What follows belongs to an exercise in optimizing a design on an open flow for small area, a short achievable clock period and few clock cycles; a production flow would make more cautious choices.
At most, simulation tests tie the RTL to the original design; equivalence was not proved.
No functional check of the RTL was part of run 4.
No activity file was given, so power comes from the tool's default toggle rates.

[design/flow/run.sh]
#!/bin/bash
# synth_recipe.tcl (not shown) runs the flow's synth.tcl, then flattens the netlist and writes it again
# the make line also repeats each setting of config.mk as NAME=value (left out here)
make -C /OpenROAD-flow-scripts/flow DESIGN_CONFIG=/design/flow/config.mk WORK_HOME=/design/flow/orfs CLKGATE_MAP_FILE= SYNTH_SCRIPT=/design/flow/synth_recipe.tcl finish
[design/flow/constraint.sdc]
create_clock -name core_clock -period 10.0 [get_ports {clk}]
set_input_delay 2.0000 -clock core_clock [delete_from_list [all_inputs] [get_ports {clk}]]
set_output_delay 2.0000 -clock core_clock [all_outputs]
set_load 0.01 [all_outputs]
[design/flow/config.mk]
export PLATFORM = sky130hd
export DESIGN_NAME = CONVCOR
export DESIGN_NICKNAME = CONVCOR
export VERILOG_FILES = /design/flow/design.v
export SDC_FILE = /design/flow/constraint.sdc
export NUM_CORES = 4
export LEC_CHECK = 0
export ABC_CLOCK_PERIOD_IN_PS = 3000
export CAP_MARGIN = 20
export CORE_MARGIN = 2
export CORE_UTILIZATION = 35
export PLACE_DENSITY = 0.55
export SETUP_SLACK_MARGIN = 5
export SLEW_MARGIN = 20
[design/flow/design.v]
module CONVCOR(
    clk,
    rst_n,
    in_valid,
    in_a,
    in_b,
    in_mode,
    out_valid,
    out
);
input              clk;
input              rst_n;
input              in_valid;
input      [15:0]  in_a;
input      [15:0]  in_b;
input              in_mode;
output reg         out_valid;
output reg [35:0]  out;
reg [15:0] ra0, ra1, ra2, rb0, rb1, rb2;
reg [1:0]  icnt;     
reg        mode;     
reg        busy;     
reg [3:0]  st;       
wire [3:0] cs = busy ? st : 4'd0;
wire       md = busy ? mode : in_mode;
reg  [1:0] ia, ib;
reg        sclr, svld, slast;
always @(*) begin
    ia = 2'd0; ib = 2'd0; sclr = 1'b0; svld = 1'b0; slast = 1'b0;
    if (md) begin
        case (cs)
            4'd0: sclr = 1'b1;
            4'd1: ;
            default: begin svld = 1'b1; slast = 1'b1; end
        endcase
    end else begin
        case (cs)
            4'd0: begin ia = 2'd0; ib = 2'd0; sclr = 1'b1; svld = 1'b1; end   
            4'd1: begin ia = 2'd3; ib = 2'd0; sclr = 1'b1; end                
            4'd2: begin ia = 2'd3; ib = 2'd2; svld = 1'b1; end                
            4'd3: begin ia = 2'd1; ib = 2'd3; sclr = 1'b1; end                
            4'd4: begin ia = 2'd1; ib = 2'd1; end                             
            4'd5: begin ia = 2'd1; ib = 2'd2; svld = 1'b1; end                
            4'd6: begin ia = 2'd2; ib = 2'd3; sclr = 1'b1; end                
            4'd7: begin ia = 2'd2; ib = 2'd1; svld = 1'b1; end                
            default: begin ia = 2'd1; ib = 2'd1; sclr = 1'b1; svld = 1'b1; slast = 1'b1; end  
        endcase
    end
end
reg [15:0] sa, sb;
always @(*) begin
    case (ia)
        2'd0: sa = in_a;
        2'd1: sa = ra0;
        2'd2: sa = ra1;
        default: sa = ra2;
    endcase
    case (ib)
        2'd0: sb = in_b;
        2'd1: sb = rb0;
        2'd2: sb = rb1;
        default: sb = rb2;
    endcase
end
wire [8:0] ebr = {sb[15:8], 1'b0};
wire [8:0] ebi = {sb[7:0], 1'b0};
wire [3:0] br_n_d, br_o_d, br_t_d, bi_n_d, bi_o_d, bi_t_d;
wire [7:0] nre_d, nim_d;
genvar gk;
generate
    for (gk = 0; gk < 4; gk = gk + 1) begin : benc
        assign br_n_d[gk] = ebr[2*gk+2];
        assign br_o_d[gk] = ebr[2*gk+1] ^ ebr[2*gk];
        assign br_t_d[gk] = (ebr[2*gk+2] & ~ebr[2*gk+1] & ~ebr[2*gk]) | (~ebr[2*gk+2] & ebr[2*gk+1] & ebr[2*gk]);
        assign bi_n_d[gk] = ebi[2*gk+2] ^ md;
        assign bi_o_d[gk] = ebi[2*gk+1] ^ ebi[2*gk];
        assign bi_t_d[gk] = (ebi[2*gk+2] & ~ebi[2*gk+1] & ~ebi[2*gk]) | (~ebi[2*gk+2] & ebi[2*gk+1] & ebi[2*gk]);
        assign nre_d[2*gk]   = br_n_d[gk] ^ ~bi_n_d[gk];
        assign nre_d[2*gk+1] = br_n_d[gk] & ~bi_n_d[gk];
        assign nim_d[2*gk]   = bi_n_d[gk] ^ br_n_d[gk];
        assign nim_d[2*gk+1] = bi_n_d[gk] & br_n_d[gk];
    end
endgenerate
reg [7:0] xr, xi;
reg [3:0] br_n, br_o, br_t, bi_n, bi_o, bi_t;
reg [7:0] nre, nim;
reg       clr1, vld1, clr2, vld2;
wire step = busy | (in_valid & (icnt == 2'd0));
always @(posedge clk) begin
    if (!rst_n) begin
        icnt <= 2'd0;
        busy <= 1'b0;
        vld1 <= 1'b0;
        vld2 <= 1'b0;
        out_valid <= 1'b0;
    end else begin
        if (in_valid)
            icnt <= (icnt == 2'd2) ? 2'd0 : icnt + 2'd1;
        if (step) begin
            st <= cs + 4'd1;
            busy <= ~slast;
        end
        vld1 <= step & svld;
        vld2 <= vld1;
        out_valid <= vld2;
    end
end
always @(posedge clk) begin
    if (in_valid & (icnt == 2'd0))
        mode <= in_mode;
    ra0 <= ra1; ra1 <= ra2; ra2 <= in_valid ? in_a : ra0;
    rb0 <= rb1; rb1 <= rb2; rb2 <= in_valid ? in_b : rb0;
    xr <= sa[15:8];
    xi <= sa[7:0];
    br_n <= br_n_d; br_o <= br_o_d; br_t <= br_t_d;
    bi_n <= bi_n_d; bi_o <= bi_o_d; bi_t <= bi_t_d;
    nre <= nre_d; nim <= nim_d;
    clr1 <= sclr;
    clr2 <= clr1;
end
wire [8:0] sre_xr_br_r0 = (br_o[0] ? {xr[7], xr} : br_t[0] ? {xr, 1'b0} : 9'd0) ^ {9{br_n[0]}};
wire [8:0] sre_xr_br_r1 = (br_o[1] ? {xr[7], xr} : br_t[1] ? {xr, 1'b0} : 9'd0) ^ {9{br_n[1]}};
wire [8:0] sre_xr_br_r2 = (br_o[2] ? {xr[7], xr} : br_t[2] ? {xr, 1'b0} : 9'd0) ^ {9{br_n[2]}};
wire [8:0] sre_xr_br_r3 = (br_o[3] ? {xr[7], xr} : br_t[3] ? {xr, 1'b0} : 9'd0) ^ {9{br_n[3]}};
wire [8:0] sre_xi_bi_r0 = (bi_o[0] ? {xi[7], xi} : bi_t[0] ? {xi, 1'b0} : 9'd0) ^ {9{~bi_n[0]}};
wire [8:0] sre_xi_bi_r1 = (bi_o[1] ? {xi[7], xi} : bi_t[1] ? {xi, 1'b0} : 9'd0) ^ {9{~bi_n[1]}};
wire [8:0] sre_xi_bi_r2 = (bi_o[2] ? {xi[7], xi} : bi_t[2] ? {xi, 1'b0} : 9'd0) ^ {9{~bi_n[2]}};
wire [8:0] sre_xi_bi_r3 = (bi_o[3] ? {xi[7], xi} : bi_t[3] ? {xi, 1'b0} : 9'd0) ^ {9{~bi_n[3]}};
wire sre_w1 = sre_xr_br_r0[4] ^ sre_xr_br_r1[2];
wire sre_w2 = sre_xr_br_r0[4] & sre_xr_br_r1[2];
wire sre_w3 = sre_xr_br_r0[5] ^ sre_xr_br_r1[3] ^ sre_xr_br_r2[1];
wire sre_w4 = (sre_xr_br_r0[5] & sre_xr_br_r1[3]) | (sre_xr_br_r0[5] & sre_xr_br_r2[1]) | (sre_xr_br_r1[3] & sre_xr_br_r2[1]);
wire sre_w5 = sre_xr_br_r0[6] ^ sre_xr_br_r1[4] ^ sre_xr_br_r2[2];
wire sre_w6 = (sre_xr_br_r0[6] & sre_xr_br_r1[4]) | (sre_xr_br_r0[6] & sre_xr_br_r2[2]) | (sre_xr_br_r1[4] & sre_xr_br_r2[2]);
wire sre_w7 = sre_xr_br_r3[0] ^ sre_xi_bi_r0[6] ^ sre_xi_bi_r1[4];
wire sre_w8 = (sre_xr_br_r3[0] & sre_xi_bi_r0[6]) | (sre_xr_br_r3[0] & sre_xi_bi_r1[4]) | (sre_xi_bi_r0[6] & sre_xi_bi_r1[4]);
wire sre_w9 = sre_xr_br_r0[7] ^ sre_xr_br_r1[5] ^ sre_xr_br_r2[3];
wire sre_w10 = (sre_xr_br_r0[7] & sre_xr_br_r1[5]) | (sre_xr_br_r0[7] & sre_xr_br_r2[3]) | (sre_xr_br_r1[5] & sre_xr_br_r2[3]);
wire sre_w11 = sre_xr_br_r3[1] ^ sre_xi_bi_r0[7] ^ sre_xi_bi_r1[5];
wire sre_w12 = (sre_xr_br_r3[1] & sre_xi_bi_r0[7]) | (sre_xr_br_r3[1] & sre_xi_bi_r1[5]) | (sre_xi_bi_r0[7] & sre_xi_bi_r1[5]);
wire sre_w13 = sre_xi_bi_r2[3] ^ sre_xi_bi_r3[1];
wire sre_w14 = sre_xi_bi_r2[3] & sre_xi_bi_r3[1];
wire sre_w15 = ~sre_xr_br_r0[8] ^ sre_xr_br_r1[6] ^ sre_xr_br_r2[4];
wire sre_w16 = (~sre_xr_br_r0[8] & sre_xr_br_r1[6]) | (~sre_xr_br_r0[8] & sre_xr_br_r2[4]) | (sre_xr_br_r1[6] & sre_xr_br_r2[4]);
wire sre_w17 = sre_xr_br_r3[2] ^ ~sre_xi_bi_r0[8] ^ sre_xi_bi_r1[6];
wire sre_w18 = (sre_xr_br_r3[2] & ~sre_xi_bi_r0[8]) | (sre_xr_br_r3[2] & sre_xi_bi_r1[6]) | (~sre_xi_bi_r0[8] & sre_xi_bi_r1[6]);
wire sre_w19 = sre_xi_bi_r2[4] ^ sre_xi_bi_r3[2];
wire sre_w20 = sre_xi_bi_r2[4] & sre_xi_bi_r3[2];
wire sre_w21 = sre_xr_br_r1[7] ^ sre_xr_br_r2[5] ^ sre_xr_br_r3[3];
wire sre_w22 = (sre_xr_br_r1[7] & sre_xr_br_r2[5]) | (sre_xr_br_r1[7] & sre_xr_br_r3[3]) | (sre_xr_br_r2[5] & sre_xr_br_r3[3]);
wire sre_w23 = sre_xi_bi_r1[7] ^ sre_xi_bi_r2[5] ^ sre_xi_bi_r3[3];
wire sre_w24 = (sre_xi_bi_r1[7] & sre_xi_bi_r2[5]) | (sre_xi_bi_r1[7] & sre_xi_bi_r3[3]) | (sre_xi_bi_r2[5] & sre_xi_bi_r3[3]);
wire sre_w25 = ~sre_xr_br_r1[8] ^ sre_xr_br_r2[6] ^ sre_xr_br_r3[4];
wire sre_w26 = (~sre_xr_br_r1[8] & sre_xr_br_r2[6]) | (~sre_xr_br_r1[8] & sre_xr_br_r3[4]) | (sre_xr_br_r2[6] & sre_xr_br_r3[4]);
wire sre_w27 = ~sre_xi_bi_r1[8] ^ sre_xi_bi_r2[6];
wire sre_w28 = ~sre_xi_bi_r1[8] & sre_xi_bi_r2[6];
wire sre_w29 = sre_xr_br_r0[2] ^ sre_xr_br_r1[0];
wire sre_w30 = sre_xr_br_r0[2] & sre_xr_br_r1[0];
wire sre_w31 = sre_xr_br_r0[3] ^ sre_xr_br_r1[1] ^ sre_xi_bi_r0[3];
wire sre_w32 = (sre_xr_br_r0[3] & sre_xr_br_r1[1]) | (sre_xr_br_r0[3] & sre_xi_bi_r0[3]) | (sre_xr_br_r1[1] & sre_xi_bi_r0[3]);
wire sre_w33 = sre_w1 ^ sre_xr_br_r2[0] ^ sre_xi_bi_r0[4];
wire sre_w34 = (sre_w1 & sre_xr_br_r2[0]) | (sre_w1 & sre_xi_bi_r0[4]) | (sre_xr_br_r2[0] & sre_xi_bi_r0[4]);
wire sre_w35 = sre_xi_bi_r1[2] ^ sre_xi_bi_r2[0];
wire sre_w36 = sre_xi_bi_r1[2] & sre_xi_bi_r2[0];
wire sre_w37 = sre_w2 ^ sre_w3 ^ sre_xi_bi_r0[5];
wire sre_w38 = (sre_w2 & sre_w3) | (sre_w2 & sre_xi_bi_r0[5]) | (sre_w3 & sre_xi_bi_r0[5]);
wire sre_w39 = sre_xi_bi_r1[3] ^ sre_xi_bi_r2[1] ^ nre[5];
wire sre_w40 = (sre_xi_bi_r1[3] & sre_xi_bi_r2[1]) | (sre_xi_bi_r1[3] & nre[5]) | (sre_xi_bi_r2[1] & nre[5]);
wire sre_w41 = sre_w4 ^ sre_w5 ^ sre_w7;
wire sre_w42 = (sre_w4 & sre_w5) | (sre_w4 & sre_w7) | (sre_w5 & sre_w7);
wire sre_w43 = sre_xi_bi_r2[2] ^ sre_xi_bi_r3[0] ^ nre[6];
wire sre_w44 = (sre_xi_bi_r2[2] & sre_xi_bi_r3[0]) | (sre_xi_bi_r2[2] & nre[6]) | (sre_xi_bi_r3[0] & nre[6]);
wire sre_w45 = sre_w6 ^ sre_w8 ^ sre_w9;
wire sre_w46 = (sre_w6 & sre_w8) | (sre_w6 & sre_w9) | (sre_w8 & sre_w9);
wire sre_w47 = sre_w11 ^ sre_w13 ^ nre[7];
wire sre_w48 = (sre_w11 & sre_w13) | (sre_w11 & nre[7]) | (sre_w13 & nre[7]);
wire sre_w49 = sre_w10 ^ sre_w12 ^ sre_w14;
wire sre_w50 = (sre_w10 & sre_w12) | (sre_w10 & sre_w14) | (sre_w12 & sre_w14);
wire sre_w51 = sre_w15 ^ sre_w17 ^ sre_w19;
wire sre_w52 = (sre_w15 & sre_w17) | (sre_w15 & sre_w19) | (sre_w17 & sre_w19);
wire sre_w53 = sre_w16 ^ sre_w18 ^ sre_w20;
wire sre_w54 = (sre_w16 & sre_w18) | (sre_w16 & sre_w20) | (sre_w18 & sre_w20);
wire sre_w55 = sre_w21 ^ sre_w23 ^ 1'b1;
wire sre_w56 = (sre_w21 & sre_w23) | (sre_w21 & 1'b1) | (sre_w23 & 1'b1);
wire sre_w57 = sre_w22 ^ sre_w24 ^ sre_w25;
wire sre_w58 = (sre_w22 & sre_w24) | (sre_w22 & sre_w25) | (sre_w24 & sre_w25);
wire sre_w59 = sre_w27 ^ sre_xi_bi_r3[4] ^ 1'b1;
wire sre_w60 = (sre_w27 & sre_xi_bi_r3[4]) | (sre_w27 & 1'b1) | (sre_xi_bi_r3[4] & 1'b1);
wire sre_w61 = sre_w26 ^ sre_w28 ^ sre_xr_br_r2[7];
wire sre_w62 = (sre_w26 & sre_w28) | (sre_w26 & sre_xr_br_r2[7]) | (sre_w28 & sre_xr_br_r2[7]);
wire sre_w63 = sre_xr_br_r3[5] ^ sre_xi_bi_r2[7] ^ sre_xi_bi_r3[5];
wire sre_w64 = (sre_xr_br_r3[5] & sre_xi_bi_r2[7]) | (sre_xr_br_r3[5] & sre_xi_bi_r3[5]) | (sre_xi_bi_r2[7] & sre_xi_bi_r3[5]);
wire sre_w65 = ~sre_xr_br_r2[8] ^ sre_xr_br_r3[6] ^ ~sre_xi_bi_r2[8];
wire sre_w66 = (~sre_xr_br_r2[8] & sre_xr_br_r3[6]) | (~sre_xr_br_r2[8] & ~sre_xi_bi_r2[8]) | (sre_xr_br_r3[6] & ~sre_xi_bi_r2[8]);
wire sre_w67 = sre_xi_bi_r3[6] ^ 1'b1;
wire sre_w68 = sre_xi_bi_r3[6] & 1'b1;
wire sre_w69 = sre_w29 ^ sre_xi_bi_r0[2];
wire sre_w70 = sre_w29 & sre_xi_bi_r0[2];
wire sre_w71 = sre_w30 ^ sre_w31 ^ sre_xi_bi_r1[1];
wire sre_w72 = (sre_w30 & sre_w31) | (sre_w30 & sre_xi_bi_r1[1]) | (sre_w31 & sre_xi_bi_r1[1]);
wire sre_w73 = sre_w32 ^ sre_w33 ^ sre_w35;
wire sre_w74 = (sre_w32 & sre_w33) | (sre_w32 & sre_w35) | (sre_w33 & sre_w35);
wire sre_w75 = sre_w34 ^ sre_w36 ^ sre_w37;
wire sre_w76 = (sre_w34 & sre_w36) | (sre_w34 & sre_w37) | (sre_w36 & sre_w37);
wire sre_w77 = sre_w38 ^ sre_w40 ^ sre_w41;
wire sre_w78 = (sre_w38 & sre_w40) | (sre_w38 & sre_w41) | (sre_w40 & sre_w41);
wire sre_w79 = sre_w42 ^ sre_w44 ^ sre_w45;
wire sre_w80 = (sre_w42 & sre_w44) | (sre_w42 & sre_w45) | (sre_w44 & sre_w45);
wire sre_w81 = sre_w46 ^ sre_w48 ^ sre_w49;
wire sre_w82 = (sre_w46 & sre_w48) | (sre_w46 & sre_w49) | (sre_w48 & sre_w49);
wire sre_w83 = sre_w50 ^ sre_w52 ^ sre_w53;
wire sre_w84 = (sre_w50 & sre_w52) | (sre_w50 & sre_w53) | (sre_w52 & sre_w53);
wire sre_w85 = sre_w54 ^ sre_w56 ^ sre_w57;
wire sre_w86 = (sre_w54 & sre_w56) | (sre_w54 & sre_w57) | (sre_w56 & sre_w57);
wire sre_w87 = sre_w58 ^ sre_w60 ^ sre_w61;
wire sre_w88 = (sre_w58 & sre_w60) | (sre_w58 & sre_w61) | (sre_w60 & sre_w61);
wire sre_w89 = sre_w62 ^ sre_w64 ^ sre_w65;
wire sre_w90 = (sre_w62 & sre_w64) | (sre_w62 & sre_w65) | (sre_w64 & sre_w65);
wire sre_w91 = sre_w66 ^ sre_w68 ^ sre_xr_br_r3[7];
wire sre_w92 = (sre_w66 & sre_w68) | (sre_w66 & sre_xr_br_r3[7]) | (sre_w68 & sre_xr_br_r3[7]);
wire sre_w93 = ~sre_xr_br_r3[8] ^ ~sre_xi_bi_r3[8];
wire sre_w94 = ~sre_xr_br_r3[8] & ~sre_xi_bi_r3[8];
wire sre_w95 = sre_xr_br_r0[0] ^ sre_xi_bi_r0[0];
wire sre_w96 = sre_xr_br_r0[0] & sre_xi_bi_r0[0];
wire sre_w97 = sre_xr_br_r0[1] ^ sre_xi_bi_r0[1] ^ nre[1];
wire sre_w98 = (sre_xr_br_r0[1] & sre_xi_bi_r0[1]) | (sre_xr_br_r0[1] & nre[1]) | (sre_xi_bi_r0[1] & nre[1]);
wire sre_w99 = sre_w69 ^ sre_xi_bi_r1[0] ^ nre[2];
wire sre_w100 = (sre_w69 & sre_xi_bi_r1[0]) | (sre_w69 & nre[2]) | (sre_xi_bi_r1[0] & nre[2]);
wire sre_w101 = sre_w70 ^ sre_w71 ^ nre[3];
wire sre_w102 = (sre_w70 & sre_w71) | (sre_w70 & nre[3]) | (sre_w71 & nre[3]);
wire sre_w103 = sre_w72 ^ sre_w73 ^ nre[4];
wire sre_w104 = (sre_w72 & sre_w73) | (sre_w72 & nre[4]) | (sre_w73 & nre[4]);
wire sre_w105 = sre_w74 ^ sre_w75 ^ sre_w39;
wire sre_w106 = (sre_w74 & sre_w75) | (sre_w74 & sre_w39) | (sre_w75 & sre_w39);
wire sre_w107 = sre_w76 ^ sre_w77 ^ sre_w43;
wire sre_w108 = (sre_w76 & sre_w77) | (sre_w76 & sre_w43) | (sre_w77 & sre_w43);
wire sre_w109 = sre_w78 ^ sre_w79 ^ sre_w47;
wire sre_w110 = (sre_w78 & sre_w79) | (sre_w78 & sre_w47) | (sre_w79 & sre_w47);
wire sre_w111 = sre_w80 ^ sre_w81 ^ sre_w51;
wire sre_w112 = (sre_w80 & sre_w81) | (sre_w80 & sre_w51) | (sre_w81 & sre_w51);
wire sre_w113 = sre_w82 ^ sre_w83 ^ sre_w55;
wire sre_w114 = (sre_w82 & sre_w83) | (sre_w82 & sre_w55) | (sre_w83 & sre_w55);
wire sre_w115 = sre_w84 ^ sre_w85 ^ sre_w59;
wire sre_w116 = (sre_w84 & sre_w85) | (sre_w84 & sre_w59) | (sre_w85 & sre_w59);
wire sre_w117 = sre_w86 ^ sre_w87 ^ sre_w63;
wire sre_w118 = (sre_w86 & sre_w87) | (sre_w86 & sre_w63) | (sre_w87 & sre_w63);
wire sre_w119 = sre_w88 ^ sre_w89 ^ sre_w67;
wire sre_w120 = (sre_w88 & sre_w89) | (sre_w88 & sre_w67) | (sre_w89 & sre_w67);
wire sre_w121 = sre_w90 ^ sre_w91 ^ sre_xi_bi_r3[7];
wire sre_w122 = (sre_w90 & sre_w91) | (sre_w90 & sre_xi_bi_r3[7]) | (sre_w91 & sre_xi_bi_r3[7]);
wire sre_w123 = sre_w92 ^ sre_w93 ^ 1'b1;
wire sre_w124 = (sre_w92 & sre_w93) | (sre_w92 & 1'b1) | (sre_w93 & 1'b1);
wire [17:0] sre_s = {1'b1, 1'b1, sre_w124, sre_w122, sre_w120, sre_w118, sre_w116, sre_w114, sre_w112, sre_w110, sre_w108, sre_w106, sre_w104, sre_w102, sre_w100, sre_w98, sre_w96, sre_w95};
wire [17:0] sre_c = {1'b0, 1'b0, sre_w94, sre_w123, sre_w121, sre_w119, sre_w117, sre_w115, sre_w113, sre_w111, sre_w109, sre_w107, sre_w105, sre_w103, sre_w101, sre_w99, sre_w97, nre[0]};
wire [8:0] sim_xr_bi_r0 = (bi_o[0] ? {xr[7], xr} : bi_t[0] ? {xr, 1'b0} : 9'd0) ^ {9{bi_n[0]}};
wire [8:0] sim_xr_bi_r1 = (bi_o[1] ? {xr[7], xr} : bi_t[1] ? {xr, 1'b0} : 9'd0) ^ {9{bi_n[1]}};
wire [8:0] sim_xr_bi_r2 = (bi_o[2] ? {xr[7], xr} : bi_t[2] ? {xr, 1'b0} : 9'd0) ^ {9{bi_n[2]}};
wire [8:0] sim_xr_bi_r3 = (bi_o[3] ? {xr[7], xr} : bi_t[3] ? {xr, 1'b0} : 9'd0) ^ {9{bi_n[3]}};
wire [8:0] sim_xi_br_r0 = (br_o[0] ? {xi[7], xi} : br_t[0] ? {xi, 1'b0} : 9'd0) ^ {9{br_n[0]}};
wire [8:0] sim_xi_br_r1 = (br_o[1] ? {xi[7], xi} : br_t[1] ? {xi, 1'b0} : 9'd0) ^ {9{br_n[1]}};
wire [8:0] sim_xi_br_r2 = (br_o[2] ? {xi[7], xi} : br_t[2] ? {xi, 1'b0} : 9'd0) ^ {9{br_n[2]}};
wire [8:0] sim_xi_br_r3 = (br_o[3] ? {xi[7], xi} : br_t[3] ? {xi, 1'b0} : 9'd0) ^ {9{br_n[3]}};
wire sim_w1 = sim_xr_bi_r0[4] ^ sim_xr_bi_r1[2];
wire sim_w2 = sim_xr_bi_r0[4] & sim_xr_bi_r1[2];
wire sim_w3 = sim_xr_bi_r0[5] ^ sim_xr_bi_r1[3] ^ sim_xr_bi_r2[1];
wire sim_w4 = (sim_xr_bi_r0[5] & sim_xr_bi_r1[3]) | (sim_xr_bi_r0[5] & sim_xr_bi_r2[1]) | (sim_xr_bi_r1[3] & sim_xr_bi_r2[1]);
wire sim_w5 = sim_xr_bi_r0[6] ^ sim_xr_bi_r1[4] ^ sim_xr_bi_r2[2];
wire sim_w6 = (sim_xr_bi_r0[6] & sim_xr_bi_r1[4]) | (sim_xr_bi_r0[6] & sim_xr_bi_r2[2]) | (sim_xr_bi_r1[4] & sim_xr_bi_r2[2]);
wire sim_w7 = sim_xr_bi_r3[0] ^ sim_xi_br_r0[6] ^ sim_xi_br_r1[4];
wire sim_w8 = (sim_xr_bi_r3[0] & sim_xi_br_r0[6]) | (sim_xr_bi_r3[0] & sim_xi_br_r1[4]) | (sim_xi_br_r0[6] & sim_xi_br_r1[4]);
wire sim_w9 = sim_xr_bi_r0[7] ^ sim_xr_bi_r1[5] ^ sim_xr_bi_r2[3];
wire sim_w10 = (sim_xr_bi_r0[7] & sim_xr_bi_r1[5]) | (sim_xr_bi_r0[7] & sim_xr_bi_r2[3]) | (sim_xr_bi_r1[5] & sim_xr_bi_r2[3]);
wire sim_w11 = sim_xr_bi_r3[1] ^ sim_xi_br_r0[7] ^ sim_xi_br_r1[5];
wire sim_w12 = (sim_xr_bi_r3[1] & sim_xi_br_r0[7]) | (sim_xr_bi_r3[1] & sim_xi_br_r1[5]) | (sim_xi_br_r0[7] & sim_xi_br_r1[5]);
wire sim_w13 = sim_xi_br_r2[3] ^ sim_xi_br_r3[1];
wire sim_w14 = sim_xi_br_r2[3] & sim_xi_br_r3[1];
wire sim_w15 = ~sim_xr_bi_r0[8] ^ sim_xr_bi_r1[6] ^ sim_xr_bi_r2[4];
wire sim_w16 = (~sim_xr_bi_r0[8] & sim_xr_bi_r1[6]) | (~sim_xr_bi_r0[8] & sim_xr_bi_r2[4]) | (sim_xr_bi_r1[6] & sim_xr_bi_r2[4]);
wire sim_w17 = sim_xr_bi_r3[2] ^ ~sim_xi_br_r0[8] ^ sim_xi_br_r1[6];
wire sim_w18 = (sim_xr_bi_r3[2] & ~sim_xi_br_r0[8]) | (sim_xr_bi_r3[2] & sim_xi_br_r1[6]) | (~sim_xi_br_r0[8] & sim_xi_br_r1[6]);
wire sim_w19 = sim_xi_br_r2[4] ^ sim_xi_br_r3[2];
wire sim_w20 = sim_xi_br_r2[4] & sim_xi_br_r3[2];
wire sim_w21 = sim_xr_bi_r1[7] ^ sim_xr_bi_r2[5] ^ sim_xr_bi_r3[3];
wire sim_w22 = (sim_xr_bi_r1[7] & sim_xr_bi_r2[5]) | (sim_xr_bi_r1[7] & sim_xr_bi_r3[3]) | (sim_xr_bi_r2[5] & sim_xr_bi_r3[3]);
wire sim_w23 = sim_xi_br_r1[7] ^ sim_xi_br_r2[5] ^ sim_xi_br_r3[3];
wire sim_w24 = (sim_xi_br_r1[7] & sim_xi_br_r2[5]) | (sim_xi_br_r1[7] & sim_xi_br_r3[3]) | (sim_xi_br_r2[5] & sim_xi_br_r3[3]);
wire sim_w25 = ~sim_xr_bi_r1[8] ^ sim_xr_bi_r2[6] ^ sim_xr_bi_r3[4];
wire sim_w26 = (~sim_xr_bi_r1[8] & sim_xr_bi_r2[6]) | (~sim_xr_bi_r1[8] & sim_xr_bi_r3[4]) | (sim_xr_bi_r2[6] & sim_xr_bi_r3[4]);
wire sim_w27 = ~sim_xi_br_r1[8] ^ sim_xi_br_r2[6];
wire sim_w28 = ~sim_xi_br_r1[8] & sim_xi_br_r2[6];
wire sim_w29 = sim_xr_bi_r0[2] ^ sim_xr_bi_r1[0];
wire sim_w30 = sim_xr_bi_r0[2] & sim_xr_bi_r1[0];
wire sim_w31 = sim_xr_bi_r0[3] ^ sim_xr_bi_r1[1] ^ sim_xi_br_r0[3];
wire sim_w32 = (sim_xr_bi_r0[3] & sim_xr_bi_r1[1]) | (sim_xr_bi_r0[3] & sim_xi_br_r0[3]) | (sim_xr_bi_r1[1] & sim_xi_br_r0[3]);
wire sim_w33 = sim_w1 ^ sim_xr_bi_r2[0] ^ sim_xi_br_r0[4];
wire sim_w34 = (sim_w1 & sim_xr_bi_r2[0]) | (sim_w1 & sim_xi_br_r0[4]) | (sim_xr_bi_r2[0] & sim_xi_br_r0[4]);
wire sim_w35 = sim_xi_br_r1[2] ^ sim_xi_br_r2[0];
wire sim_w36 = sim_xi_br_r1[2] & sim_xi_br_r2[0];
wire sim_w37 = sim_w2 ^ sim_w3 ^ sim_xi_br_r0[5];
wire sim_w38 = (sim_w2 & sim_w3) | (sim_w2 & sim_xi_br_r0[5]) | (sim_w3 & sim_xi_br_r0[5]);
wire sim_w39 = sim_xi_br_r1[3] ^ sim_xi_br_r2[1] ^ nim[5];
wire sim_w40 = (sim_xi_br_r1[3] & sim_xi_br_r2[1]) | (sim_xi_br_r1[3] & nim[5]) | (sim_xi_br_r2[1] & nim[5]);
wire sim_w41 = sim_w4 ^ sim_w5 ^ sim_w7;
wire sim_w42 = (sim_w4 & sim_w5) | (sim_w4 & sim_w7) | (sim_w5 & sim_w7);
wire sim_w43 = sim_xi_br_r2[2] ^ sim_xi_br_r3[0] ^ nim[6];
wire sim_w44 = (sim_xi_br_r2[2] & sim_xi_br_r3[0]) | (sim_xi_br_r2[2] & nim[6]) | (sim_xi_br_r3[0] & nim[6]);
wire sim_w45 = sim_w6 ^ sim_w8 ^ sim_w9;
wire sim_w46 = (sim_w6 & sim_w8) | (sim_w6 & sim_w9) | (sim_w8 & sim_w9);
wire sim_w47 = sim_w11 ^ sim_w13 ^ nim[7];
wire sim_w48 = (sim_w11 & sim_w13) | (sim_w11 & nim[7]) | (sim_w13 & nim[7]);
wire sim_w49 = sim_w10 ^ sim_w12 ^ sim_w14;
wire sim_w50 = (sim_w10 & sim_w12) | (sim_w10 & sim_w14) | (sim_w12 & sim_w14);
wire sim_w51 = sim_w15 ^ sim_w17 ^ sim_w19;
wire sim_w52 = (sim_w15 & sim_w17) | (sim_w15 & sim_w19) | (sim_w17 & sim_w19);
wire sim_w53 = sim_w16 ^ sim_w18 ^ sim_w20;
wire sim_w54 = (sim_w16 & sim_w18) | (sim_w16 & sim_w20) | (sim_w18 & sim_w20);
wire sim_w55 = sim_w21 ^ sim_w23 ^ 1'b1;
wire sim_w56 = (sim_w21 & sim_w23) | (sim_w21 & 1'b1) | (sim_w23 & 1'b1);
wire sim_w57 = sim_w22 ^ sim_w24 ^ sim_w25;
wire sim_w58 = (sim_w22 & sim_w24) | (sim_w22 & sim_w25) | (sim_w24 & sim_w25);
wire sim_w59 = sim_w27 ^ sim_xi_br_r3[4] ^ 1'b1;
wire sim_w60 = (sim_w27 & sim_xi_br_r3[4]) | (sim_w27 & 1'b1) | (sim_xi_br_r3[4] & 1'b1);
wire sim_w61 = sim_w26 ^ sim_w28 ^ sim_xr_bi_r2[7];
wire sim_w62 = (sim_w26 & sim_w28) | (sim_w26 & sim_xr_bi_r2[7]) | (sim_w28 & sim_xr_bi_r2[7]);
wire sim_w63 = sim_xr_bi_r3[5] ^ sim_xi_br_r2[7] ^ sim_xi_br_r3[5];
wire sim_w64 = (sim_xr_bi_r3[5] & sim_xi_br_r2[7]) | (sim_xr_bi_r3[5] & sim_xi_br_r3[5]) | (sim_xi_br_r2[7] & sim_xi_br_r3[5]);
wire sim_w65 = ~sim_xr_bi_r2[8] ^ sim_xr_bi_r3[6] ^ ~sim_xi_br_r2[8];
wire sim_w66 = (~sim_xr_bi_r2[8] & sim_xr_bi_r3[6]) | (~sim_xr_bi_r2[8] & ~sim_xi_br_r2[8]) | (sim_xr_bi_r3[6] & ~sim_xi_br_r2[8]);
wire sim_w67 = sim_xi_br_r3[6] ^ 1'b1;
wire sim_w68 = sim_xi_br_r3[6] & 1'b1;
wire sim_w69 = sim_w29 ^ sim_xi_br_r0[2];
wire sim_w70 = sim_w29 & sim_xi_br_r0[2];
wire sim_w71 = sim_w30 ^ sim_w31 ^ sim_xi_br_r1[1];
wire sim_w72 = (sim_w30 & sim_w31) | (sim_w30 & sim_xi_br_r1[1]) | (sim_w31 & sim_xi_br_r1[1]);
wire sim_w73 = sim_w32 ^ sim_w33 ^ sim_w35;
wire sim_w74 = (sim_w32 & sim_w33) | (sim_w32 & sim_w35) | (sim_w33 & sim_w35);
wire sim_w75 = sim_w34 ^ sim_w36 ^ sim_w37;
wire sim_w76 = (sim_w34 & sim_w36) | (sim_w34 & sim_w37) | (sim_w36 & sim_w37);
wire sim_w77 = sim_w38 ^ sim_w40 ^ sim_w41;
wire sim_w78 = (sim_w38 & sim_w40) | (sim_w38 & sim_w41) | (sim_w40 & sim_w41);
wire sim_w79 = sim_w42 ^ sim_w44 ^ sim_w45;
wire sim_w80 = (sim_w42 & sim_w44) | (sim_w42 & sim_w45) | (sim_w44 & sim_w45);
wire sim_w81 = sim_w46 ^ sim_w48 ^ sim_w49;
wire sim_w82 = (sim_w46 & sim_w48) | (sim_w46 & sim_w49) | (sim_w48 & sim_w49);
wire sim_w83 = sim_w50 ^ sim_w52 ^ sim_w53;
wire sim_w84 = (sim_w50 & sim_w52) | (sim_w50 & sim_w53) | (sim_w52 & sim_w53);
wire sim_w85 = sim_w54 ^ sim_w56 ^ sim_w57;
wire sim_w86 = (sim_w54 & sim_w56) | (sim_w54 & sim_w57) | (sim_w56 & sim_w57);
wire sim_w87 = sim_w58 ^ sim_w60 ^ sim_w61;
wire sim_w88 = (sim_w58 & sim_w60) | (sim_w58 & sim_w61) | (sim_w60 & sim_w61);
wire sim_w89 = sim_w62 ^ sim_w64 ^ sim_w65;
wire sim_w90 = (sim_w62 & sim_w64) | (sim_w62 & sim_w65) | (sim_w64 & sim_w65);
wire sim_w91 = sim_w66 ^ sim_w68 ^ sim_xr_bi_r3[7];
wire sim_w92 = (sim_w66 & sim_w68) | (sim_w66 & sim_xr_bi_r3[7]) | (sim_w68 & sim_xr_bi_r3[7]);
wire sim_w93 = ~sim_xr_bi_r3[8] ^ ~sim_xi_br_r3[8];
wire sim_w94 = ~sim_xr_bi_r3[8] & ~sim_xi_br_r3[8];
wire sim_w95 = sim_xr_bi_r0[0] ^ sim_xi_br_r0[0];
wire sim_w96 = sim_xr_bi_r0[0] & sim_xi_br_r0[0];
wire sim_w97 = sim_xr_bi_r0[1] ^ sim_xi_br_r0[1] ^ nim[1];
wire sim_w98 = (sim_xr_bi_r0[1] & sim_xi_br_r0[1]) | (sim_xr_bi_r0[1] & nim[1]) | (sim_xi_br_r0[1] & nim[1]);
wire sim_w99 = sim_w69 ^ sim_xi_br_r1[0] ^ nim[2];
wire sim_w100 = (sim_w69 & sim_xi_br_r1[0]) | (sim_w69 & nim[2]) | (sim_xi_br_r1[0] & nim[2]);
wire sim_w101 = sim_w70 ^ sim_w71 ^ nim[3];
wire sim_w102 = (sim_w70 & sim_w71) | (sim_w70 & nim[3]) | (sim_w71 & nim[3]);
wire sim_w103 = sim_w72 ^ sim_w73 ^ nim[4];
wire sim_w104 = (sim_w72 & sim_w73) | (sim_w72 & nim[4]) | (sim_w73 & nim[4]);
wire sim_w105 = sim_w74 ^ sim_w75 ^ sim_w39;
wire sim_w106 = (sim_w74 & sim_w75) | (sim_w74 & sim_w39) | (sim_w75 & sim_w39);
wire sim_w107 = sim_w76 ^ sim_w77 ^ sim_w43;
wire sim_w108 = (sim_w76 & sim_w77) | (sim_w76 & sim_w43) | (sim_w77 & sim_w43);
wire sim_w109 = sim_w78 ^ sim_w79 ^ sim_w47;
wire sim_w110 = (sim_w78 & sim_w79) | (sim_w78 & sim_w47) | (sim_w79 & sim_w47);
wire sim_w111 = sim_w80 ^ sim_w81 ^ sim_w51;
wire sim_w112 = (sim_w80 & sim_w81) | (sim_w80 & sim_w51) | (sim_w81 & sim_w51);
wire sim_w113 = sim_w82 ^ sim_w83 ^ sim_w55;
wire sim_w114 = (sim_w82 & sim_w83) | (sim_w82 & sim_w55) | (sim_w83 & sim_w55);
wire sim_w115 = sim_w84 ^ sim_w85 ^ sim_w59;
wire sim_w116 = (sim_w84 & sim_w85) | (sim_w84 & sim_w59) | (sim_w85 & sim_w59);
wire sim_w117 = sim_w86 ^ sim_w87 ^ sim_w63;
wire sim_w118 = (sim_w86 & sim_w87) | (sim_w86 & sim_w63) | (sim_w87 & sim_w63);
wire sim_w119 = sim_w88 ^ sim_w89 ^ sim_w67;
wire sim_w120 = (sim_w88 & sim_w89) | (sim_w88 & sim_w67) | (sim_w89 & sim_w67);
wire sim_w121 = sim_w90 ^ sim_w91 ^ sim_xi_br_r3[7];
wire sim_w122 = (sim_w90 & sim_w91) | (sim_w90 & sim_xi_br_r3[7]) | (sim_w91 & sim_xi_br_r3[7]);
wire sim_w123 = sim_w92 ^ sim_w93 ^ 1'b1;
wire sim_w124 = (sim_w92 & sim_w93) | (sim_w92 & 1'b1) | (sim_w93 & 1'b1);
wire [17:0] sim_s = {1'b1, 1'b1, sim_w124, sim_w122, sim_w120, sim_w118, sim_w116, sim_w114, sim_w112, sim_w110, sim_w108, sim_w106, sim_w104, sim_w102, sim_w100, sim_w98, sim_w96, sim_w95};
wire [17:0] sim_c = {1'b0, 1'b0, sim_w94, sim_w123, sim_w121, sim_w119, sim_w117, sim_w115, sim_w113, sim_w111, sim_w109, sim_w107, sim_w105, sim_w103, sim_w101, sim_w99, sim_w97, nim[0]};
reg [17:0] pre_s, pre_c, pim_s, pim_c;
always @(posedge clk) begin
    pre_s <= sre_s; pre_c <= sre_c;
    pim_s <= sim_s; pim_c <= sim_c;
end
wire [17:0] acc_re = clr2 ? 18'd0 : out[35:18];
wire [17:0] acc_im = clr2 ? 18'd0 : out[17:0];
always @(posedge clk) begin
    out[35:18] <= acc_re + pre_s + pre_c;
    out[17:0]  <= acc_im + pim_s + pim_c;
end
endmodule
==> results_dict.tcl, run 1 <==
set metrics [dict create \
    status "finished clean" \
    setup_viol 0 \
    port_buffers 72 \
    root_buffer "clkbuf_16" \
    criticalPathCategory "reg -> reg" \
    synthArstFlopShare 0 \
    grtUsageTotal 0.173 \
    syn-num-nets 1761 \
    synthDominantCellAreaShare 0.342 \
    firstDrtPassIters 5 \
    ir_drop_v 0.000156 \
    ant_nets 0 \
    placed_area_sq_um 16400 \
    syn2layout_area_growth_pct 14.4 \
    initial_core_util 0.354 \
    clockBufferDepth 3 \
    synth_top_area_cell "dfxtp_1" \
    total_power_mw 7.20 \
    n_antenna_cell 0 \
    cts.htree.levels 1 \
    hold_slack_ns 0.330 \
    layout_setup_ws_ns 5.87 \
    via_per_inst 4.90 \
    ios 73 \
    drv_slew 0 \
    die_width_um 213 \
    power.leakage_nw 7.25 \
    rr_startpoint "bi_o[2]$_DFF_P_" \
    synth_cell_types 63 \
    final_util 0.405 \
    avgSynthCellArea_sq_um 10.0 \
    cp_data_required_time_ns 10.43 \
    worstSetupStartpointType "flip-flop" \
    largest_register_ffs 36 \
    max_slew_margin 0.296 \
    syn_area_sq_um 15200 \
    tns_ns 0 \
    period_needed_ns 4.13 \
    crit_path_max_fanout 23 \
    ys_top_cells_by_area "dfxtp_1, fa_1, ha_1" \
    finalCritPeriodShare 0.413 \
    dp_slack_ns 5.94 \
    post-dp-hpwl_mm 26.5 \
    cp-end-kind "flip-flop" \
    drive_above_1_share 0.0760 \
    p_per_area_nw_per_um2 413 \
    worst_clock_skew_ns 0.0435 \
    gp_congestion 0.838 \
    hold_path_class "reg -> reg" \
    row_count 76 \
    finalInstanceArea_sq_um 17400 \
    regMostFlops "out" \
    ys.flop_type "dfxtp_1" \
    ys_seq_area_frac 0.352 \
    synth-edff-count 5 \
    overflow 0 \
    rsz0062_at_grt "false" \
    grt_start_max_net_pins 41 \
    hold_buffers 0 \
    drtIter0Drc 644 \
    synth_seq_cells 265 \
    coreArea_sq_um 43000 \
    tightestPinTransition_ns 1.06 \
    maxCapViolations 0 \
    syn-instance-count 1520 \
    place_inst 2096 \
    routed_wl_mm 37.6 \
    finalHoldViolCount 0 \
    cp.arrival_ns 4.56 \
    wl_per_cell_um 17.5 \
    cts_setup_buffers 0 \
    dieArea_sq_um 45200 \
    antenna_found_initial 0 \
    finalNetCount 1784 \
    clkSlewWorstSetupHoldPaths_ns 0.06 \
    max_freq_mhz 242 \
    die_h_um 213 \
    dr_total_vias 10500 \
    cts_resized 0 \
    drcViolationCount 0 \
    worstSkewPairLatency_ns 0.59 \
    crit_path_start "bi_o[2]$_DFF_P_" \
    synth_warnings 1 \
    worstHoldStart "clr1$_DFF_P_" \
    cts_sinks 265 \
    grt_pass1_vias 11200 \
    layout.cells.non_filler 2150 \
    numCtsBuffers 30 \
    cts_tree "yes" \
    grt_pass1_wl_mm 61.2 \
]
## layout make-up
| type | count | area (sq um) |
|---|---|---|
| inverters | 141 | 529 |
| clock buffers | 42 | 886 |
| fillers | 4289 | 25600 |
| clock inverters | 12 | 98.8 |
| multi-input cells | 1015 | 8970 |
| flip-flops and latches | 265 | 5360 |
| well taps | 585 | 732 |
| repair buffers | 90 | 856 |
## synth_stat cells, types with 13 or more instances
cell type	n
nand3_1	13
a22oi_1	71
nand2_1	141
nor2b_1	44
a222oi_1	16
and2_1	13
inv_1	141
clkbuf_1	82
ha_1	73
o21ai_0	85
xor2_1	87
fa_1	132
mux2_2	32
a21oi_1	46
xnor2_1	96
nand2b_1	13
dfxtp_1	260
nor2_1	47
## kinds of logic (layout without fill, tap and decap cells)
family                     after synthesis  count (layout)  share of synthesized area
AOI/OAI and AO/OA                      293             293                      0.130
and+or+nand+nor                        294             294                     0.0909
xor gates and xnor gates               183             183                      0.105
muxes                                   40              40                     0.0289
DFF                                    265             265                      0.352
buffers and inverters                  240             285                     0.0601
adders and majority gates              205             205                      0.233
## layout by cell type (no fill, tap or decap), types with 71 or more instances in the layout
master	instances
a22oi_1	71
clkdlybuf4s50_1	72
dfxtp_1	259
fa_1	132
ha_1	73
inv_1	141
nand2_1	141
o21ai_0	85
xnor2_1	96
xor2_1	87
## worst max-delay path, cell delays in order (launching register included)
cell and delay, ns:
dfxtp_1 0.58, nor2b_1 0.80, a22oi_1 0.18, xor2_1 0.21, fa_1 0.56, inv_1 0.05
fa_1 0.50, inv_1 0.06, fa_1 0.52, inv_1 0.05, fa_1 0.45
## power by group
part,switching [mW],leakage [nW],total [mW],internal (mW)
clock network,0.451,0.486,1.07,0.619
registers,0.311,2.24,1.80,1.49
logic,2.35,4.53,4.33,1.98
total,3.12,7.25,7.20,4.08
## metal layers
| metal | vias up | track usage | part of all wire |
|---|---|---|---|
| li1 | 5035 | - | - |
| met1 | 5121 | 0.231 | 0.46 |
| met2 | 308 | 0.291 | 0.46 |
| met3 | 63 | 0.0260 | 0.057 |
| met4 | 0 | 0.0511 | 0.028 |
| met5 | - | 0 | 0 |
## path summary, 6_finish.rpt
kind | endpoint | slack, ns | cells past startpoint
max | pim_c[6]$_DFF_P_ | 5.87 | 10
min | clr2$_DFF_P_ | 0.33 | 0
max reg2reg | pim_c[6]$_DFF_P_ | 5.87 | 10
min reg2reg | clr2$_DFF_P_ | 0.33 | 0
Testbench counts, summed over its fixed seeds: cycles 16,262.
==> run 2: changes to the inputs <==
==> design/flow/flow/run.sh (new file) <==
#!/bin/bash
set -euo pipefail
SETUP_MARGIN=${SETUP_MARGIN:-6.6}
sed "s/SETUP_SLACK_MARGIN=[0-9.]*/SETUP_SLACK_MARGIN=${SETUP_MARGIN}/" standard.sh > standard_margin.sh
grep -q "SETUP_SLACK_MARGIN=${SETUP_MARGIN}" standard_margin.sh
bash standard_margin.sh > standard.log 2>&1
==> design/flow/standard.sh (new file) <==
#!/bin/bash
# synth_recipe.tcl (not shown) runs the flow's synth.tcl, then flattens the netlist and writes it again
# the make line also repeats each setting of config.mk as NAME=value (left out here)
make -C /OpenROAD-flow-scripts/flow DESIGN_CONFIG=/design/flow/config.mk WORK_HOME=/design/flow/orfs CLKGATE_MAP_FILE= SYNTH_SCRIPT=/design/flow/synth_recipe.tcl "${@:-finish}"
removed: design/flow/run.sh
==> run 2 against run 1 <==
- fmax rose by 24%
- synthesized area did not move
- clock power rose by 7%
- sequential power barely moved
- non-clock buffer count rose by 20
- sequential share of layout area fell by 0.15 points
- critical path depth did not move
==> results_dict.tcl, run 2 <==
set metrics [dict create \
    status "finished clean" \
    slowest_delay_ns 0.47 \
    fill_cells 4221 \
    cts_tree "yes" \
    regMostFlops "out" \
    port_buffers 72 \
    p_per_area_nw_per_um2 411 \
    die_h_um 213 \
    cp_slowest_cell "fa_1" \
    hold_path_class "reg -> reg" \
    overflow 0 \
    syn2layout_area_growth_pct 16.8 \
    firstDrtPassIters 6 \
    setup_viol 0 \
    final_common_cell "dfxtp_1" \
    row_count 76 \
    finalNetCount 1803 \
    synthDominantCellAreaShare 0.342 \
    via_per_inst 4.93 \
    worst_clock_skew_ns 0.0170 \
    ys_top_cells_by_area "dfxtp_1, fa_1, ha_1" \
    path_buf_inv 0 \
    coreArea_sq_um 43000 \
    total_power_mw 7.31 \
    criticalPathCategory "reg -> reg" \
    syn-instance-count 1520 \
    initial_core_util 0.354 \
    crit_top_cell "fa_1" \
    die_width_um 213 \
    largest_register_ffs 36 \
    ios 73 \
    multi_input_area_sq_um 9070 \
    crit_path_max_fanout 4 \
    crit_family "compound AO/OA/AOI/OAI gates" \
    layout.cells.non_filler 2169 \
    syn-num-nets 1761 \
    synth_seq_cells 265 \
    synth_cell_types 63 \
    grt_pass1_vias 11000 \
    maxCapViolations 0 \
    synth_common_cells "dfxtp_1, inv_1, nand2_1" \
    synth-edff-count 5 \
    numCtsBuffers 29 \
    antenna_found_initial 1 \
    finalHoldViolCount 0 \
    dieArea_sq_um 45200 \
    ys_seq_area_frac 0.352 \
    rsz0062_at_grt "true" \
    ff_latch_area_sq_um 5440 \
    drcViolationCount 0 \
    n_antenna_cell 0 \
    ys.flop_type "dfxtp_1" \
    post-dp-hpwl_mm 26.1 \
    placed_area_sq_um 16400 \
    place_inst 2094 \
    root_buffer "clkbuf_16" \
    grt_start_max_net_pins 41 \
    grtUsageTotal 0.168 \
    clkSlewWorstSetupHoldPaths_ns 0.07 \
    routed_wl_mm 37.2 \
    clockBufferDepth 3 \
    hold_buffers 0 \
    finalInstanceArea_sq_um 17800 \
    gp_congestion 0.832 \
    cp-end-kind "flip-flop" \
    drv_slew 0 \
    worstSetupStartpointType "flip-flop" \
    yosysMostFrequentCell "dfxtp_1" \
    dr_total_vias 10700 \
    tightestPinTransition_ns 0.648 \
    cp_data_required_time_ns 10.50 \
    finalCritPeriodShare 0.333 \
    grt_pass1_wl_mm 59.7 \
    cts.htree.levels 1 \
    max_slew_margin 0.563 \
    drtIter0Drc 763 \
    synthArstFlopShare 0 \
    power.leakage_nw 7.47 \
    avgSynthCellArea_sq_um 10.0 \
    tns_ns 0 \
    cp.arrival_ns 3.83 \
    max_freq_mhz 300 \
    syn_area_sq_um 15200 \
    drive_above_1_share 0.115 \
    wl_per_cell_um 17.2 \
    synth_top_area_cell "dfxtp_1" \
    crit_chain "nor2b_2 -> fa_1 -> ha_4 -> fa_1 -> a21o_1 -> a311o_1 -> o31a_1 -> a211o_1 -> a31oi_1 -> xor2_1" \
    cts_sinks 265 \
    worstSkewPairLatency_ns 0.58 \
    ant_nets 0 \
    synth_warnings 1 \
    period_needed_ns 3.33 \
    mostFrequentLayoutCells "dfxtp_1, inv_1, nand2_1, fa_1, xnor2_1" \
    hold_slack_ns 0.328 \
    ir_drop_v 0.000191 \
]
-- run 2: routing by layer --
layer / share of wire / up-vias / GRT usage
met2: 0.47 / 333 / 0.284
li1: - / 5085 / -
met5: 0 / - / 0
met3: 0.054 / 66 / 0.0217
met4: 0.032 / 0 / 0.0552
met1: 0.45 / 5200 / 0.223
-- run 2: area by class of cell --
cell class,count,area share
well taps,585,0.0412
flip-flops and latches,265,0.306
clock inverters,14,0.0128
multi-input cells,1015,0.510
clock buffers,39,0.0446
inverters,141,0.0298
repair buffers,110,0.0556
-- run 2: logic make-up (layout without fill, tap and decap cells) --
group	Yosys count	count (layout)	synth area share
compound gates	293	293	0.130
xor+xnor	183	183	0.105
fa+ha+maj	205	205	0.233
buf+inv	240	304	0.0601
flops	265	265	0.352
mux	40	40	0.0289
simple gates	294	294	0.0909
-- run 2: power by group --
part	switching [mW]	internal (mW)
clock network	0.459	0.691
registers	0.297	1.50
logic	2.40	1.96
total	3.15	4.15
-- run 2: worst paths after layout --
path | from | endpoint | slack (ns) | cells after the start
hold reg to reg | nre[0]$_DFF_P_ | pre_c[0]$_DFF_P_ | 0.33 | 0
setup reg to reg | out[1]$_DFF_P_ | out[17]$_DFF_P_ | 6.67 | 10
hold / removal | nre[0]$_DFF_P_ | pre_c[0]$_DFF_P_ | 0.33 | 0
setup / recovery | out[1]$_DFF_P_ | out[17]$_DFF_P_ | 6.67 | 10
-- run 2: stage by stage --
stage,setup WS [ns],utilization
6_report,6.67,0.414
5_1_grt,6.55,0.414
4_1_cts,6.61,0.409
3_5_place_dp,5.74,0.382
3_3_place_gp,5.76,0.382
2_1_floorplan,6.56,-
-- run 2: what timing repair did --
item,4_1_cts,5_1_grt
gates cloned,0,0
gates resized for setup,85,33
setup endpoints to repair,146,64
buffers inserted,10,12
==> run 3: changes to the inputs <==
--- a/design/flow/flow/run.sh
+++ b/design/flow/flow/run.sh
@@ -2,3 +2,3 @@
 set -euo pipefail
-SETUP_MARGIN=${SETUP_MARGIN:-6.6}
+SETUP_MARGIN=${SETUP_MARGIN:-7}
 sed "s/SETUP_SLACK_MARGIN=[0-9.]*/SETUP_SLACK_MARGIN=${SETUP_MARGIN}/" standard.sh > standard_margin.sh
==> run 3 against run 2 <==
- die area did not move
- largest power group unchanged
- register-to-register slack gained 0.18 ns
- via count up 7.4%
- critical path type unchanged
- cell area up 13%
- synthesized area stayed put
- non-clock buffer count increased by 119
- sequential power is essentially flat
- combinational power up about 20%
- final cell count grew 5.7%
- sequential share of layout area decreased by 3.0 points
==> results_dict.tcl, run 3 <==
set metrics [dict create \
    whs_endpoint "clr2$_DFF_P_" \
    firstDrtPassIters 7 \
    overflow 0 \
    largest_register_ffs 36 \
    yosysMostFrequentCell "dfxtp_1" \
    cp-end-kind "flip-flop" \
    synth_common_cells "dfxtp_1, inv_1, nand2_1" \
    synth_cell_types 63 \
    worstSetupStartpointType "flip-flop" \
    mostFrequentLayoutCells "dfxtp_1, nand2_1, inv_1, buf_4, fa_1" \
    die_h_um 213 \
    n_antenna_cell 0 \
    r2r_cells 10 \
    port_buffers 72 \
    p_per_area_nw_per_um2 406 \
    synthDominantCellAreaShare 0.342 \
    finalCritPeriodShare 0.315 \
    criticalPathCategory "reg -> reg" \
    ant_nets 0 \
    syn2layout_area_growth_pct 31.5 \
    numCtsBuffers 31 \
    via_per_inst 5.01 \
    initial_core_util 0.354 \
    tns_ns 0 \
    coreArea_sq_um 43000 \
    ir_drop_v 0.000215 \
    regMostFlops "out" \
    row_count 76 \
    antenna_found_initial 0 \
    grt_pass1_vias 12000 \
    worstSkewPairLatency_ns 0.59 \
    worstHoldStart "clr1$_DFF_P_" \
    cp_data_required_time_ns 10.53 \
    setup_viol 0 \
    tightestPinTransition_ns 0.526 \
    worstHoldPathCells 0 \
    max_slew_margin 0.646 \
    total_power_mw 8.13 \
    layout.cells.non_filler 2292 \
    max_freq_mhz 317 \
    rr_endpoint "pre_c[6]$_DFF_P_" \
    cp.arrival_ns 3.68 \
    status "finished clean" \
    syn_area_sq_um 15200 \
    maxCapViolations 0 \
    hold_slack_ns 0.322 \
    ys.flop_type "dfxtp_1" \
    drive_above_1_share 0.315 \
    ys_seq_area_frac 0.352 \
    drtIter0Drc 862 \
    routed_wl_mm 41.4 \
    cts_sinks 265 \
    rr_startpoint "bi_o[0]$_DFF_P_" \
    wl_per_cell_um 18.1 \
    cts_tree "yes" \
    syn-num-nets 1761 \
    synth_seq_cells 265 \
    rsz0062_at_grt "true" \
    power.leakage_nw 8.39 \
    dr_total_vias 11500 \
    avgSynthCellArea_sq_um 10.0 \
    grt_start_max_net_pins 33 \
    crit_path_max_fanout 6 \
    final_util 0.466 \
    synthArstFlopShare 0 \
    clkSlewWorstSetupHoldPaths_ns 0.06 \
    hold_path_class "reg -> reg" \
    finalNetCount 1924 \
    grtUsageTotal 0.184 \
    cts.htree.levels 1 \
    drcViolationCount 0 \
    worst_clock_skew_ns 0.0139 \
    finalHoldViolCount 0 \
    clockBufferDepth 3 \
    final_common_cell "dfxtp_1" \
    dieArea_sq_um 45200 \
    ios 73 \
    syn-instance-count 1520 \
    post-dp-hpwl_mm 25.8 \
    r2r_slack_ns 6.85 \
    grt_pass1_wl_mm 64.7 \
    root_buffer "clkbuf_16" \
    gp_congestion 0.818 \
    period_needed_ns 3.15 \
    synth-edff-count 5 \
    die_width_um 213 \
    place_inst 2092 \
    ys_top_cells_by_area "dfxtp_1, fa_1, ha_1" \
    drv_slew 0 \
    synth_top_area_cell "dfxtp_1" \
    fill_cells 4012 \
    crit_path_start "bi_o[0]$_DFF_P_" \
    synth_warnings 1 \
    hold_buffers 0 \
]
[run 3: cell types whose count changed in the layout (fill, tap and decap cells not counted), moves of 25 or more]
cell / previous run / this run
fa_2: 0 / 32
a22oi_1: 71 / 41
a22oi_2: 0 / 30
dfxtp_2: 14 / 39
buf_4: 31 / 109
o21ai_0: 84 / 59
buf_6: 6 / 59
dlygate4sd2_1: 37 / 2
fa_1: 132 / 100
dfxtp_1: 228 / 190
[run 3: how the worst max path moves through the flow]
stage | end | slack, ns
2_1_floorplan | xi[5]$_DFF_P_ | 6.95
3_3_place_gp | xi[5]$_DFF_P_ | 5.24
3_5_place_dp | xi[6]$_DFF_P_ | 5.18
4_1_cts | out[17]$_DFF_P_ | 6.89
5_1_grt | pre_c[6]$_DFF_P_ | 6.76
6_report | pre_c[6]$_DFF_P_ | 6.85
[run 3: kinds of logic after synthesis]
family                   count (synthesis)  share of synthesized area
AND/OR/NAND/NOR                        294                     0.0909
AO/OA/AOI/OAI                          293                      0.130
flip-flops                             265                      0.352
buffers and inverters                  240                     0.0601
adder cells (fa/ha/maj)                205                      0.233
XOR/XNOR                               183                      0.105
multiplexers                            40                     0.0289
[run 3: power breakdown]
part / internal, mW / total, mW / switching (mW)
combinational: 2.49 / 5.23 / 2.74
clock: 0.665 / 1.12 / 0.455
sequential: 1.52 / 1.78 / 0.259
total: 4.68 / 8.13 / 3.45
[run 3: worst max-delay path: stages, from the launching register on]
cell and delay [ns]:
dfxtp_4 0.41, buf_4 0.19, o21ai_1 0.10, xor2_1 0.19
fa_1 0.55, inv_1 0.06, fa_1 0.53, inv_1 0.05
fa_1 0.47, inv_1 0.05, fa_2 0.51
[run 3: metrics by stage]
step | instance area, sq um | worst slack [ns]
detailed placement | 16500 | 5.18
floorplan | 15700 | 6.95
global placement | 16500 | 5.24
global route | 20000 | 6.76
finish | 20000 | 6.85
CTS | 19000 | 6.89
[run 3: timing repair]
action / CTS / global route
gates cloned: 4 / 2
gates resized for setup: 362 / 166
setup buffers: 91 / 46
endpoints found under the setup margin: 154 / 96
pin swaps: 32 / 93
[run 3: final cells by class]
class,instances,area (sq um),area share
clock inverters,10,95.1,0.00475
clock buffers,47,927,0.0463
multi-input cells,1015,9840,0.491
flip-flops and latches,265,5520,0.276
inverters,141,529,0.0264
well taps,585,732,0.0365
repair buffers,229,2390,0.119
[run 3: routing by layer]
layer,track usage,up-vias,routed length [um]
li1,-,5327,-
met5,0,-,0
met1,0.236,5608,17600
met2,0.299,433,19200
met3,0.0326,104,2740
met4,0.0883,0,1870
==> run 4: changes to the inputs <==
--- a/design/flow/design.v
+++ b/design/flow/design.v
@@ -67,3 +67,2 @@
 wire [3:0] br_n_d, br_o_d, br_t_d, bi_n_d, bi_o_d, bi_t_d;
-wire [7:0] nre_d, nim_d;
 genvar gk;
@@ -77,6 +76,2 @@
         assign bi_t_d[gk] = (ebi[2*gk+2] & ~ebi[2*gk+1] & ~ebi[2*gk]) | (~ebi[2*gk+2] & ebi[2*gk+1] & ebi[2*gk]);
-        assign nre_d[2*gk]   = br_n_d[gk] ^ ~bi_n_d[gk];
-        assign nre_d[2*gk+1] = br_n_d[gk] & ~bi_n_d[gk];
-        assign nim_d[2*gk]   = bi_n_d[gk] ^ br_n_d[gk];
-        assign nim_d[2*gk+1] = bi_n_d[gk] & br_n_d[gk];
     end
@@ -85,3 +80,2 @@
 reg [3:0] br_n, br_o, br_t, bi_n, bi_o, bi_t;
-reg [7:0] nre, nim;
 reg       clr1, vld1, clr2, vld2;
@@ -116,3 +110,2 @@
     bi_n <= bi_n_d; bi_o <= bi_o_d; bi_t <= bi_t_d;
-    nre <= nre_d; nim <= nim_d;
     clr1 <= sclr;
@@ -120,2 +113,11 @@
 end
+wire [7:0] nre, nim;
+generate
+    for (gk = 0; gk < 4; gk = gk + 1) begin : nrow
+        assign nre[2*gk]   = br_n[gk] ^ ~bi_n[gk];
+        assign nre[2*gk+1] = br_n[gk] & ~bi_n[gk];
+        assign nim[2*gk]   = bi_n[gk] ^ br_n[gk];
+        assign nim[2*gk+1] = bi_n[gk] & br_n[gk];
+    end
+endgenerate
 wire [8:0] sre_xr_br_r0 = (br_o[0] ? {xr[7], xr} : br_t[0] ? {xr, 1'b0} : 9'd0) ^ {9{br_n[0]}};
--- a/design/flow/flow/run.sh
+++ b/design/flow/flow/run.sh
@@ -2,3 +2,3 @@
 set -euo pipefail
-SETUP_MARGIN=${SETUP_MARGIN:-7}
+SETUP_MARGIN=${SETUP_MARGIN:-6.3}
 sed "s/SETUP_SLACK_MARGIN=[0-9.]*/SETUP_SLACK_MARGIN=${SETUP_MARGIN}/" standard.sh > standard_margin.sh
==> run 4 against run 3 <==
- still clean on timing, DRC and antenna
- utilization down 5.8 points
- count of clock-buffer cells in the layout down 8
- synthesized cell count down 1.1%
- clock power down 4%
- first-iteration DRC count down 18%
- clock skew up 0.030 ns
- cell area down 14%
- register-to-register slack worse by 0.43 ns
==> results_dict.tcl, run 4 <==
set metrics [dict create \
    synth_seq_cells 249 \
    initial_core_util 0.355 \
    cp.depth 10 \
    pwr-share-clk 0.158 \
    wl_per_cell_um 16.9 \
    max_slew_margin 0.369 \
    ys.flop_type "dfxtp_1" \
    period_needed_ns 3.58 \
    dr_total_vias 10500 \
    whs_endpoint "clr2$_DFF_P_" \
    firstDrtPassIters 7 \
    rr_startpoint "bi_n[1]$_DFF_P_" \
    syn-num-nets 1742 \
    met3_usage 0.0257 \
    finalCritPeriodShare 0.358 \
    place_inst 2032 \
    ios 73 \
    criticalPathCategory "reg -> reg" \
    root_buffer "clkbuf_16" \
    cts_sinks 249 \
    crit_path_max_fanout 11 \
    finalInstanceArea_sq_um 17200 \
    synthArstFlopShare 0 \
    die_h_um 211 \
    worst_clock_skew_ns 0.0436 \
    rsz0062_at_grt "true" \
    ys_top_cells_by_area "dfxtp_1, fa_1, xnor2_1" \
    clkSlewWorstSetupHoldPaths_ns 0.06 \
    swShare 0.430 \
    synthDominantCellAreaShare 0.326 \
    finalNetCount 1763 \
    crit_family "adder cells" \
    cts.htree.levels 1 \
    synth_common_cells "dfxtp_1, inv_1, nand2_1" \
    layout.cells.non_filler 2084 \
    setup_viol 0 \
    grt_use_met2 0.273 \
    total_power_mw 6.85 \
    synth_cell_types 69 \
    grt_use_met1 0.219 \
    ant_nets 0 \
    drtIter0Drc 711 \
    switching_power_mw 2.94 \
    synth_warnings 1 \
    overflow 0 \
    avgSynthCellArea_sq_um 9.96 \
    crit_chain "buf_4 -> inv_1 -> xnor2_1 -> fa_1 -> inv_1 -> fa_1 -> inv_1 -> fa_1 -> inv_1 -> fa_1" \
    slowest_delay_ns 0.56 \
    comb_power_share 0.594 \
    antenna_found_initial 0 \
    coreArea_sq_um 42100 \
    cts_tree "yes" \
    cp.arrival_ns 4.01 \
    worstHoldPathCells 0 \
    layout_setup_ws_ns 6.42 \
    rr_endpoint "pre_c[6]$_DFF_P_" \
    r2r_cells 10 \
    syn2layout_area_growth_pct 14.6 \
    syn-instance-count 1504 \
    grt_pass1_vias 10900 \
    row_count 75 \
    syn_area_sq_um 15000 \
    final_common_cell "dfxtp_1" \
    grt_start_max_net_pins 37 \
    yosysMostFrequentCell "dfxtp_1" \
    max_freq_mhz 279 \
    placed_area_sq_um 16100 \
    cp-end-kind "flip-flop" \
    dieArea_sq_um 44500 \
    drive_above_1_share 0.0945 \
    path_buf_inv 5 \
    worstSkewPairLatency_ns 0.59 \
    worstHoldStart "clr1$_DFF_P_" \
    hold_slack_ns 0.334 \
    regMostFlops "out" \
    grt.busiest_layer "met2" \
    mostFrequentLayoutCells "dfxtp_1, inv_1, nand2_1, xnor2_1, fa_1" \
    die_width_um 211 \
    p_seq_frac 0.248 \
    p_per_area_nw_per_um2 399 \
    via_per_inst 5.02 \
    drv_slew 0 \
    power.internal_mw 3.91 \
    n_antenna_cell 0 \
    grtUsageTotal 0.163 \
    dp_slack_ns 5.70 \
    status "finished clean" \
    largest_register_ffs 36 \
    numCtsBuffers 28 \
    hold_path_class "reg -> reg" \
    r2r_slack_ns 6.42 \
    finalHoldViolCount 0 \
    final_util 0.407 \
    tightestPinTransition_ns 0.945 \
    port_buffers 72 \
    gp_congestion 0.797 \
    ir_drop_v 0.000159 \
    maxCapViolations 0 \
    synth-edff-count 5 \
    routed_wl_mm 35.3 \
    worstSetupStartpointType "flip-flop" \
    grt_pass1_wl_mm 57.9 \
    ys_seq_area_frac 0.336 \
    hold_buffers 0 \
    power.leakage_nw 7.09 \
    cp_slowest_cell "fa_1" \
    drcViolationCount 0 \
    clockBufferDepth 3 \
    synth_top_area_cell "dfxtp_1" \
    cp_data_required_time_ns 10.43 \
    tns_ns 0 \
    post-dp-hpwl_mm 24.9 \
]
-- run 4: layout make-up --
type                       count  area (sq um)
sequential                   249          5060
fill                        4123         25000
clock buffer                  39           823
tap                          539           674
timing repair buffer          88           845
multi-input combinational   1004          9020
inverter                     154           587
clock inverter                11           161
-- run 4: worst register-to-register path, stage by stage, from the launching register on --
cell     delay (ns)
dfxtp_1        0.30
buf_4          0.19
inv_1          0.52
xnor2_1        0.21
fa_1           0.56
inv_1          0.05
fa_1           0.52
inv_1          0.05
fa_1           0.53
inv_1          0.05
fa_1           0.43
-- run 4: worst max path at each step --
stage                    startpoint          endpoint
finish              bi_n[1]$_DFF_P_  pre_c[6]$_DFF_P_
global route        bi_n[0]$_DFF_P_  pre_c[6]$_DFF_P_
CTS                   xr[0]$_DFF_P_  pre_c[5]$_DFF_P_
detailed placement          in_mode     xi[1]$_DFF_P_
global placement            in_mode     xi[1]$_DFF_P_
floorplan           br_n[0]$_DFF_P_  pim_c[6]$_DFF_P_
-- run 4: metal layers --
layer  share of wire  wire, um
met1            0.46     16100
met2            0.47     16600
met5               0         0
met4           0.023       825
met3           0.051      1800
-- run 4: kinds of logic after synthesis --
family	synth area share
AOI/OAI and AO/OA	0.135
and+or+nand+nor	0.0891
buffers and inverters	0.0650
DFF	0.336
adders and majority gates	0.235
xor gates and xnor gates	0.106
muxes	0.0338
-- run 4: power by group through the flow --
stage,Sequential [mW],Clock (mW),Combinational (mW)
floorplan,1.59,0,3.20
global placement,1.71,0,4.05
detailed placement,1.72,0,4.15
CTS,1.70,1.11,4.17
global route,1.75,1.15,4.80
finish,1.70,1.08,4.07
-- run 4: repair_timing --
item / in CTS / in global routing
setup endpoints to repair: 33 / 24
resized for setup: 17 / 18
setup buffers: 2 / 0

## what the ideal ports hide
Ports are ideal in the flow. The routed layouts listed here were re-timed in OpenROAD. Step 1: set_driving_cell puts a clkbuf_16 on clk and a buf_2 on each other input, an assumption about the parent block. Step 2 adds t to the input delays and takes it off the output delays; t is the mean of the earliest and latest rising clock arrival at the registers after step 1. Input paths then give back, and output paths get back, about the clock's delay inside the block. a / b / c = ideal ports / drivers / drivers and shift; a / b = the first two.
run | t, ns | setup slack, ns | worst setup path after step 2 | pins driven straight from the clock port
run 1 | 0.623 | 5.870 / 5.870 / 5.870 | register to register | 1
run 2 | 0.628 | 6.669 / 6.669 / 6.175 | input to register | 1
run 3 | 0.635 | 6.846 / 6.846 / 6.462 | input to register | 1
run 4 | 0.619 | 6.421 / 6.421 / 5.847 | input to register | 1
After both steps every run listed still meets setup and hold. For run 4, which loses most, drivers alone change the setup slack by 0.000 ns; drivers and shift together by -0.574 ns.
